This design comes from an exercise in tuning for small area on the open sky130 flow, not from production work. Function was checked by simulation only, so behaviour that the tests miss may differ from the original. No activity file was given, so power comes from the tool's default toggle rates.

== v6 ==
==> flow/design.v <==
module flappy_core(
    input clock,
    input resetn,
    input go,
    input fly,
    output reg [8:0] x_vga,
    output reg [6:0] y_vga,
    output reg [2:0] colour_vga,
    output [7:0] count_food,
    output [6:0] hex0,
    output [6:0] hex1
    );
    localparam S_WAIT = 3'd0, S_RESET = 3'd1, S_ERASE = 3'd2,
               S_BIRD = 3'd3, S_FOOD = 3'd4, S_TREE = 3'd5;
    reg [2:0] st, nst;
    reg [10:0] rc;           
    reg [1:0] fc;            
    wire upd1 = (rc == 11'h22c);
    wire upd2 = (fc == 2'd0);
    wire finish, hit;
    always @(*) begin
        case (st)
            S_WAIT:  nst = go ? S_WAIT : S_RESET;
            S_RESET: nst = go ? S_ERASE : S_RESET;
            S_ERASE: nst = finish ? S_FOOD : S_ERASE;
            S_FOOD:  nst = upd1 ? S_BIRD : S_FOOD;
            S_BIRD:  nst = upd1 ? S_TREE : S_BIRD;
            S_TREE:  nst = hit ? S_WAIT : (upd2 ? S_ERASE : S_TREE);
            default: nst = S_ERASE;
        endcase
    end
    always @(posedge clock) begin
        if (!resetn) begin
            st <= S_ERASE;
            fc <= 2'd3;
        end else begin
            st <= nst;
            if (upd1) fc <= fc - 2'd1;
        end
        if (!resetn | upd1) rc <= 11'h7ff;
        else rc <= {rc[9:0], rc[10] ^ rc[8]};
    end
    wire rst = !resetn | (st == S_RESET);    
    wire lv = ((st == S_FOOD) | (st == S_BIRD)) & upd1 | (st == S_TREE) & (hit | upd2);
    wire clr = rst | lv;
    wire m_erase = (st == S_ERASE);
    wire m_bird  = (st == S_BIRD);
    wire m_food  = (st == S_FOOD);
    wire m_tree  = (st == S_TREE);
    wire m_over  = (st == S_WAIT);
    reg fst;                       
    reg [2:0] cx;                  
    reg [1:0] cy;                  
    reg [1:0] round;
    reg [5:0] yh;                  
    reg [6:0] p;                   
    reg [1:0] lead;                
    reg [6:0] ys0, ys1, ys2;       
    reg e, e_d;                    
    reg [6:0] c0, c1, c2;          
    reg [3:0] r4;
    reg [5:0] r6;
    wire [8:0] X = x_vga;
    wire [6:0] Y = y_vga;
    wire [6:0] yb = {yh, 1'b0};
    wire q  = (cx == 3'd0) & (cy == 2'd0);    
    wire s2 = (cx == 3'd1) & (cy == 2'd0);    
    wire rs = (cx == 3'd0) & (cy != 2'd0);    
    wire [1:0] rdec = (round == 2'd0) ? 2'd2 : round - 2'd1;
    wire [1:0] rinc = (round == 2'd2) ? 2'd0 : round + 2'd1;
    wire [1:0] idx = q ? (fst ? 2'd0 : rdec) : round;
    wire [1:0] lead1 = (lead == 2'd2) ? 2'd0 : lead + 2'd1;
    wire [1:0] slot = (idx == lead) ? 2'd0 : (idx == lead1) ? 2'd1 : 2'd2;
    wire [6:0] ysl = (slot == 2'd0) ? ys0 : (slot == 2'd1) ? ys1 : ys2;
    wire f_idx = e & (p[5] ? (slot == 2'd2) : (slot == 2'd0));
    wire X159 = (X == 9'd159);
    reg [8:0] oxk; reg [6:0] oyk; reg [2:0] ock;
    reg [8:0] oend; reg [6:0] oyend;
    always @(*) begin
        if (q) begin
            if (round == 2'd3 || (round == 2'd2 && !X[7])) begin
                oxk = (round == 2'd3) ? 9'd20 : 9'd60;
                oyk = (round == 2'd3) ? 7'd40 : 7'd10;
                ock = 3'b111;
            end else begin
                oxk = 9'd0; oyk = 7'd0; ock = 3'b000;
            end
        end else begin
            oxk = ((round == 2'd2) ? 9'd20 : (round == 2'd3) ? 9'd60 : 9'd0) + {8'd0, s2};
            oyk = (round == 2'd2) ? 7'd40 : (round == 2'd3) ? 7'd10 : 7'd0;
            ock = {3{round[1]}};
        end
        oend  = (round == 2'd2) ? 9'd139 : (round == 2'd3) ? 9'd99 : 9'd159;
        oyend = (round == 2'd2) ? 7'd80 : (round == 2'd3) ? 7'd110 : 7'd120;
    end
    wire olast = (X == oend);
    reg xload, yload, yinc;
    reg [8:0] K;
    reg [6:0] ybase;
    reg [2:0] co;
    always @(*) begin
        xload = 1'b0; yload = 1'b0; yinc = 1'b0;
        K = 9'd0; ybase = 7'd0; co = 3'b011;
        if (m_erase) begin
            xload = fst | X159;
            yload = fst;
            ybase = {1'b0, r6};          
            yinc = X159;
        end else if (m_bird) begin
            xload = (cx[1:0] == 2'd0);
            K = 9'd20;
            yload = q;
            yinc = rs;
            ybase = yb;
            co = 3'b100;
        end else if (m_food | m_tree) begin
            xload = q | s2 | rs;
            case ({m_tree, s2, slot})
                4'b0000: K = 9'd0;    4'b0001: K = 9'd53;  4'b0010: K = 9'd106;
                4'b0100: K = 9'd511;  4'b0101: K = 9'd52;  4'b0110: K = 9'd105;
                4'b1000: K = 9'd2;    4'b1001: K = 9'd55;  4'b1010: K = 9'd108;
                4'b1100: K = 9'd1;    4'b1101: K = 9'd54;  4'b1110: K = 9'd107;
                default: K = 9'bx;
            endcase
            yload = q | s2;
            yinc = rs;
            ybase = ysl;
            co = m_tree ? 3'b010 : f_idx ? 3'b011 : 3'b110;
        end else begin
            xload = q | s2 | rs;
            K = rs ? ((round == 2'd2) ? 9'd20 : (round == 2'd3) ? 9'd60 : 9'd0) : oxk;
            yload = q | s2;
            yinc = rs;
            ybase = oyk;
            co = rs ? {3{round[1]}} : ock;
        end
    end
    wire xdec = m_bird | m_food | m_tree;
    wire [8:0] xa = xload ? ((m_food | m_tree) ? {2'b00, p} : 9'd0) : X;
    wire [8:0] xk = xload ? K : {{8{xdec}}, 1'b1};
    wire [8:0] xo = xa + xk;
    wire [6:0] ya = yload ? ybase : Y;
    reg [6:0] yk;
    always @(*) begin
        if (!yload) yk = {6'd0, yinc};
        else if (m_erase) yk = {3'd0, r4};
        else if (m_tree) yk = 7'd36;
        else if (m_food) yk = 7'd30;
        else yk = 7'd0;
    end
    wire [6:0] yo = ya + yk;
    assign finish = !fst & (X == 9'd158) & (Y == 7'd119);
    always @(posedge clock) begin
        if (rst) begin
            x_vga <= 9'd0; y_vga <= 7'd0; colour_vga <= 3'd0;
        end else begin
            x_vga <= xo; y_vga <= (m_erase & fst) ? 7'd0 : yo; colour_vga <= co;
        end
        fst <= clr | m_erase & finish;
    end
    always @(posedge clock) begin
        if (clr) begin
            cx <= 3'd0; cy <= 2'd0; round <= 2'd0;
        end else if (m_bird | m_food) begin
            cx <= {1'b0, cx[1:0] + 2'd1};
            if (cx[1:0] == 2'd3) begin
                cy <= cy + 2'd1;
                if (cy == 2'd3 && m_food) round <= rinc;
            end
        end else if (m_tree) begin
            cx <= cx + 3'd1;
            if (cx == 3'd7) begin
                if (Y == 7'd119) begin
                    cy <= 2'd0; round <= rinc;
                end else
                    cy <= 2'd1;
            end
        end else if (m_over) begin
            if (round == 2'd0)
                round <= 2'd1;
            else if (olast) begin
                cx <= 3'd0;
                if (Y == oyend) begin
                    cy <= 2'd0;
                    round <= (round == 2'd3) ? 2'd2 : round + 2'd1;
                end else
                    cy <= 2'd1;
            end else
                cx <= (cx == 3'd0) ? 3'd1 : 3'd2;
        end
    end
    wire shift_edge = m_erase & fst;
    wire [5:0] yz = fly ? {~yh[5:1], 1'b1} : yh;
    wire [5:0] yt;
    assign yt[0] = !fly;
    assign yt[1] = fly | yh[0];
    assign yt[2] = yt[1] & yz[1];
    assign yt[3] = yt[2] & yz[2];
    assign yt[4] = yt[3] & yz[3];
    assign yt[5] = yt[4] & yz[4];
    always @(posedge clock) begin
        if (rst) begin
            yh <= 6'd20; p <= 7'd112; lead <= 2'd0;
            ys0 <= 7'd75; ys1 <= 7'd35; ys2 <= 7'd60;
        end else if (shift_edge) begin
            yh <= yh ^ yt;
            if (p == 7'd0) begin
                p <= 7'd53;
                lead <= lead1;
                ys0 <= ys1; ys1 <= ys2; ys2 <= yo;
            end else
                p <= p - 7'd1;
        end
    end
    always @(posedge clock) begin
        if (rst) begin
            r4 <= 4'b1110; r6 <= 6'b111110;
        end else begin
            r4 <= {r4[2:0], r4[2] ^ r4[3]};
            r6 <= {r6[4:0], r6[5] ^ r6[3] ^ r6[2]};
        end
    end
    wire [7:0] d = {1'b0, yb} - {1'b0, ys0};      
    wire d_ge3 = !d[7] & (d[6:0] >= 7'd33);
    wire d_ge2 = !d[7] & (d[6:0] >= 7'd32);
    wire d_near = !d[7] & (d[6:0] >= 7'd27) & (d[6:0] <= 7'd33);
    wire eat = (p >= 7'd17) & (p <= 7'd23) & d_near;
    always @(posedge clock) begin
        if (rst | (p[5] & !p[0])) e <= 1'b0;
        else if (eat) e <= 1'b1;
        e_d <= e;
    end
    wire inc = e & !e_d;
    always @(posedge clock) begin
        if (rst) begin
            c0 <= 7'd0; c1 <= 7'd0; c2 <= 7'd0;
        end else if (inc) begin
            if (lead == 2'd0) c0 <= c0 + 7'd1;
            if (lead == 2'd1) c1 <= c1 + 7'd1;
            if (lead == 2'd2) c2 <= c2 + 7'd1;
        end
    end
    assign count_food = c0 + c1 + c2;
    assign hit = (yb == 7'd0) | (yb == 7'd116) |
                 ((p >= 7'd14) & (p <= 7'd26) & d_ge3) |
                 ((p == 7'd25) & d_ge2);
    hex H0(.hex_digit(count_food[3:0]), .segments(hex0));
    hex H1(.hex_digit(count_food[7:4]), .segments(hex1));
endmodule
module hex(hex_digit, segments);
    input [3:0] hex_digit;
    output reg [6:0] segments;
    always @(*)
        case (hex_digit)
            4'h0: segments = 7'b1000000;
            4'h1: segments = 7'b1111001;
            4'h2: segments = 7'b0100100;
            4'h3: segments = 7'b0110000;
            4'h4: segments = 7'b0011001;
            4'h5: segments = 7'b0010010;
            4'h6: segments = 7'b0000010;
            4'h7: segments = 7'b1111000;
            4'h8: segments = 7'b0000000;
            4'h9: segments = 7'b0011000;
            4'hA: segments = 7'b0001000;
            4'hB: segments = 7'b0000011;
            4'hC: segments = 7'b1000110;
            4'hD: segments = 7'b0100001;
            4'hE: segments = 7'b0000110;
            default: segments = 7'b0001110;
        endcase
endmodule
export LEC_CHECK = 0
export CAP_MARGIN = 20
export CORE_MARGIN = 2
export CORE_UTILIZATION = 40
export SLEW_MARGIN = 20
create_clock -name core_clock -period 10.0 [get_ports {clock}]
standard.sh (not shown) runs the stock make flow with config.mk's settings and CLKGATE_MAP_FILE= SYNTH_SCRIPT=/design/flow/synth_recipe.tcl, a recipe that flattens the netlist after the stock synthesis.
==> flow/flow/run.sh <==
#!/bin/bash
# Standard ORFS layout with an area-oriented synthesis mapping and small port buffers.
#  - synthesis: the standard flow's own synthesis script (synth_recipe.tcl), with the abc call
#    given flow/area.script and no adder cells (plain gates for abc)
#  - port buffers: sky130_fd_sc_hd__buf_1
#  - clock tree: clkbuf_8 buffers, no dummy loads
# Each tool's log is in orfs/logs/; this script's own output is in run.log.
set -euo pipefail
HERE=$(pwd)
exec > "$HERE/run.log" 2>&1
cat > "$HERE/my_synth.tcl" <<EOT
proc abc {args} {
  set i [lsearch -exact \$args -script]
  if {\$i >= 0} { lset args [expr {\$i + 1}] $HERE/flow/area.script }
  yosys abc {*}\$args
}
source $HERE/synth_recipe.tcl
EOT
bash standard.sh SYNTH_SCRIPT="$HERE/my_synth.tcl" ADDER_MAP_FILE= \
  "BUFFER_PORTS_ARGS=-buffer_cell sky130_fd_sc_hd__buf_1" \
  "CTS_ARGS=-sink_clustering_enable -repair_clock_nets -dont_use_dummy_load -buf_list sky130_fd_sc_hd__clkbuf_8 -root_buf sky130_fd_sc_hd__clkbuf_8 -sink_clustering_size 24 -sink_clustering_max_diameter 60" \
  finish
==> flow/flow/area.script <==
strash
&get -n
&deepsyn -T 60
&put
&get -n
&dch -f
&nf -R 1000
&put
&get -n
&dch -f
&nf -R 1000
&put
v6 ended with every stage complete and zero timing, DRC or antenna violations.
Here is what was changed in the inputs of v7 compared with v6.
--- a/flow/design.v
+++ b/flow/design.v
@@ -38,14 +38,13 @@
             if (upd1) fc <= fc - 2'd1;
         end
         if (!resetn | upd1) rc <= 11'h7ff;
         else rc <= {rc[9:0], rc[10] ^ rc[8]};
     end
     wire rst = !resetn | (st == S_RESET);    
-    wire lv = ((st == S_FOOD) | (st == S_BIRD)) & upd1 | (st == S_TREE) & (hit | upd2);
-    wire clr = rst | lv;
+    wire clr = rst | (nst != st);            
     wire m_erase = (st == S_ERASE);
     wire m_bird  = (st == S_BIRD);
     wire m_food  = (st == S_FOOD);
     wire m_tree  = (st == S_TREE);
     wire m_over  = (st == S_WAIT);
     reg fst;                       
@@ -101,13 +100,12 @@
     always @(*) begin
         xload = 1'b0; yload = 1'b0; yinc = 1'b0;
         K = 9'd0; ybase = 7'd0; co = 3'b011;
         if (m_erase) begin
             xload = fst | X159;
             yload = fst;
-            ybase = {1'b0, r6};          
             yinc = X159;
         end else if (m_bird) begin
             xload = (cx[1:0] == 2'd0);
             K = 9'd20;
             yload = q;
             yinc = rs;
@@ -137,29 +135,22 @@
     end
     wire xdec = m_bird | m_food | m_tree;
     wire [8:0] xa = xload ? ((m_food | m_tree) ? {2'b00, p} : 9'd0) : X;
     wire [8:0] xk = xload ? K : {{8{xdec}}, 1'b1};
     wire [8:0] xo = xa + xk;
     wire [6:0] ya = yload ? ybase : Y;
-    reg [6:0] yk;
-    always @(*) begin
-        if (!yload) yk = {6'd0, yinc};
-        else if (m_erase) yk = {3'd0, r4};
-        else if (m_tree) yk = 7'd36;
-        else if (m_food) yk = 7'd30;
-        else yk = 7'd0;
-    end
+    wire [6:0] yk = {4'd0, yload & m_tree, yload & m_tree, !yload & yinc};
     wire [6:0] yo = ya + yk;
     assign finish = !fst & (X == 9'd158) & (Y == 7'd119);
     always @(posedge clock) begin
         if (rst) begin
             x_vga <= 9'd0; y_vga <= 7'd0; colour_vga <= 3'd0;
         end else begin
-            x_vga <= xo; y_vga <= (m_erase & fst) ? 7'd0 : yo; colour_vga <= co;
-        end
-        fst <= clr | m_erase & finish;
+            x_vga <= xo; y_vga <= yo; colour_vga <= co;
+        end
+        fst <= clr;
     end
     always @(posedge clock) begin
         if (clr) begin
             cx <= 3'd0; cy <= 2'd0; round <= 2'd0;
         end else if (m_bird | m_food) begin
             cx <= {1'b0, cx[1:0] + 2'd1};
@@ -187,46 +178,39 @@
                     cy <= 2'd1;
             end else
                 cx <= (cx == 3'd0) ? 3'd1 : 3'd2;
         end
     end
     wire shift_edge = m_erase & fst;
-    wire [5:0] yz = fly ? {~yh[5:1], 1'b1} : yh;
-    wire [5:0] yt;
-    assign yt[0] = !fly;
-    assign yt[1] = fly | yh[0];
-    assign yt[2] = yt[1] & yz[1];
-    assign yt[3] = yt[2] & yz[2];
-    assign yt[4] = yt[3] & yz[3];
-    assign yt[5] = yt[4] & yz[4];
+    wire [6:0] ynew = r4 + r6 + 7'd30;
     always @(posedge clock) begin
         if (rst) begin
             yh <= 6'd20; p <= 7'd112; lead <= 2'd0;
-            ys0 <= 7'd75; ys1 <= 7'd35; ys2 <= 7'd60;
+            ys0 <= 7'd105; ys1 <= 7'd65; ys2 <= 7'd90;
         end else if (shift_edge) begin
-            yh <= yh ^ yt;
+            yh <= fly ? yh - 6'd2 : yh + 6'd1;
             if (p == 7'd0) begin
                 p <= 7'd53;
                 lead <= lead1;
-                ys0 <= ys1; ys1 <= ys2; ys2 <= yo;
+                ys0 <= ys1; ys1 <= ys2; ys2 <= ynew;
             end else
                 p <= p - 7'd1;
         end
     end
     always @(posedge clock) begin
         if (rst) begin
             r4 <= 4'b1110; r6 <= 6'b111110;
         end else begin
             r4 <= {r4[2:0], r4[2] ^ r4[3]};
             r6 <= {r6[4:0], r6[5] ^ r6[3] ^ r6[2]};
         end
     end
-    wire [7:0] d = {1'b0, yb} - {1'b0, ys0};      
-    wire d_ge3 = !d[7] & (d[6:0] >= 7'd33);
-    wire d_ge2 = !d[7] & (d[6:0] >= 7'd32);
-    wire d_near = !d[7] & (d[6:0] >= 7'd27) & (d[6:0] <= 7'd33);
+    wire [7:0] d = {1'b0, yb} - {1'b0, ys0};
+    wire d_ge3 = !d[7] & (d[6:0] >= 7'd3);
+    wire d_ge2 = !d[7] & (d[6:0] >= 7'd2);
+    wire d_near = d[7] ? (d[6:0] >= 7'd125) : (d[6:0] <= 7'd3);
     wire eat = (p >= 7'd17) & (p <= 7'd23) & d_near;
     always @(posedge clock) begin
         if (rst | (p[5] & !p[0])) e <= 1'b0;
         else if (eat) e <= 1'b1;
         e_d <= e;
     end
## What came out
v7: PASS, flow complete, no timing, DRC or antenna violations. Compared to v6, v7 has cell area after layout 0.82% higher. [compare] base=v6 new=v7: critical path depth in cells now sits higher, sum of internal, switching and leakage power down 7.9%. v7 vs v6: setup slack down in v7. v7 vs. v6: worst vdd rail ir drop climbed 62%, non-clock buffer count climbed 3, y dimension of the die barely changed, total length of routed met3 wires climbed about 11%, die area climbed 0.43%. Diff v6 -> v7: power density over the cells went down, filler-free cell count of the finished design went up, relative contribution of sequential cells to total power went up, sequential share of layout area went down.

[separate check: timing with driven ports]
No port has a modelled driver above. Below, the same layouts with a new extraction and two added sets of constraints.
Step 1: set_driving_cell puts a clkbuf_16 on clock and a buf_2 on each other input, an assumption about the parent block.
Step 2, shift: input delay + t, output delay - t, t = (earliest + latest rising clock arrival at the registers) / 2. This alone moves slack from input paths to output paths.
Slacks: no drivers / after step 1 / after step 2; pairs: no drivers / after step 1.
run	shift t [ns]	setup WS [ns]	worst hold slack (ns)	worst register clock-pin slew, ns	worst slew at a driven data input, ns
v6	0.415	3.570 / 3.536 / 3.951	0.397 / 0.397 / 0.397	0.10 / 0.10	0.03
v7	0.420	2.822 / 2.785 / 3.205	0.409 / 0.409 / 0.409	0.10 / 0.10	0.04
After both steps every run listed still meets setup and hold.
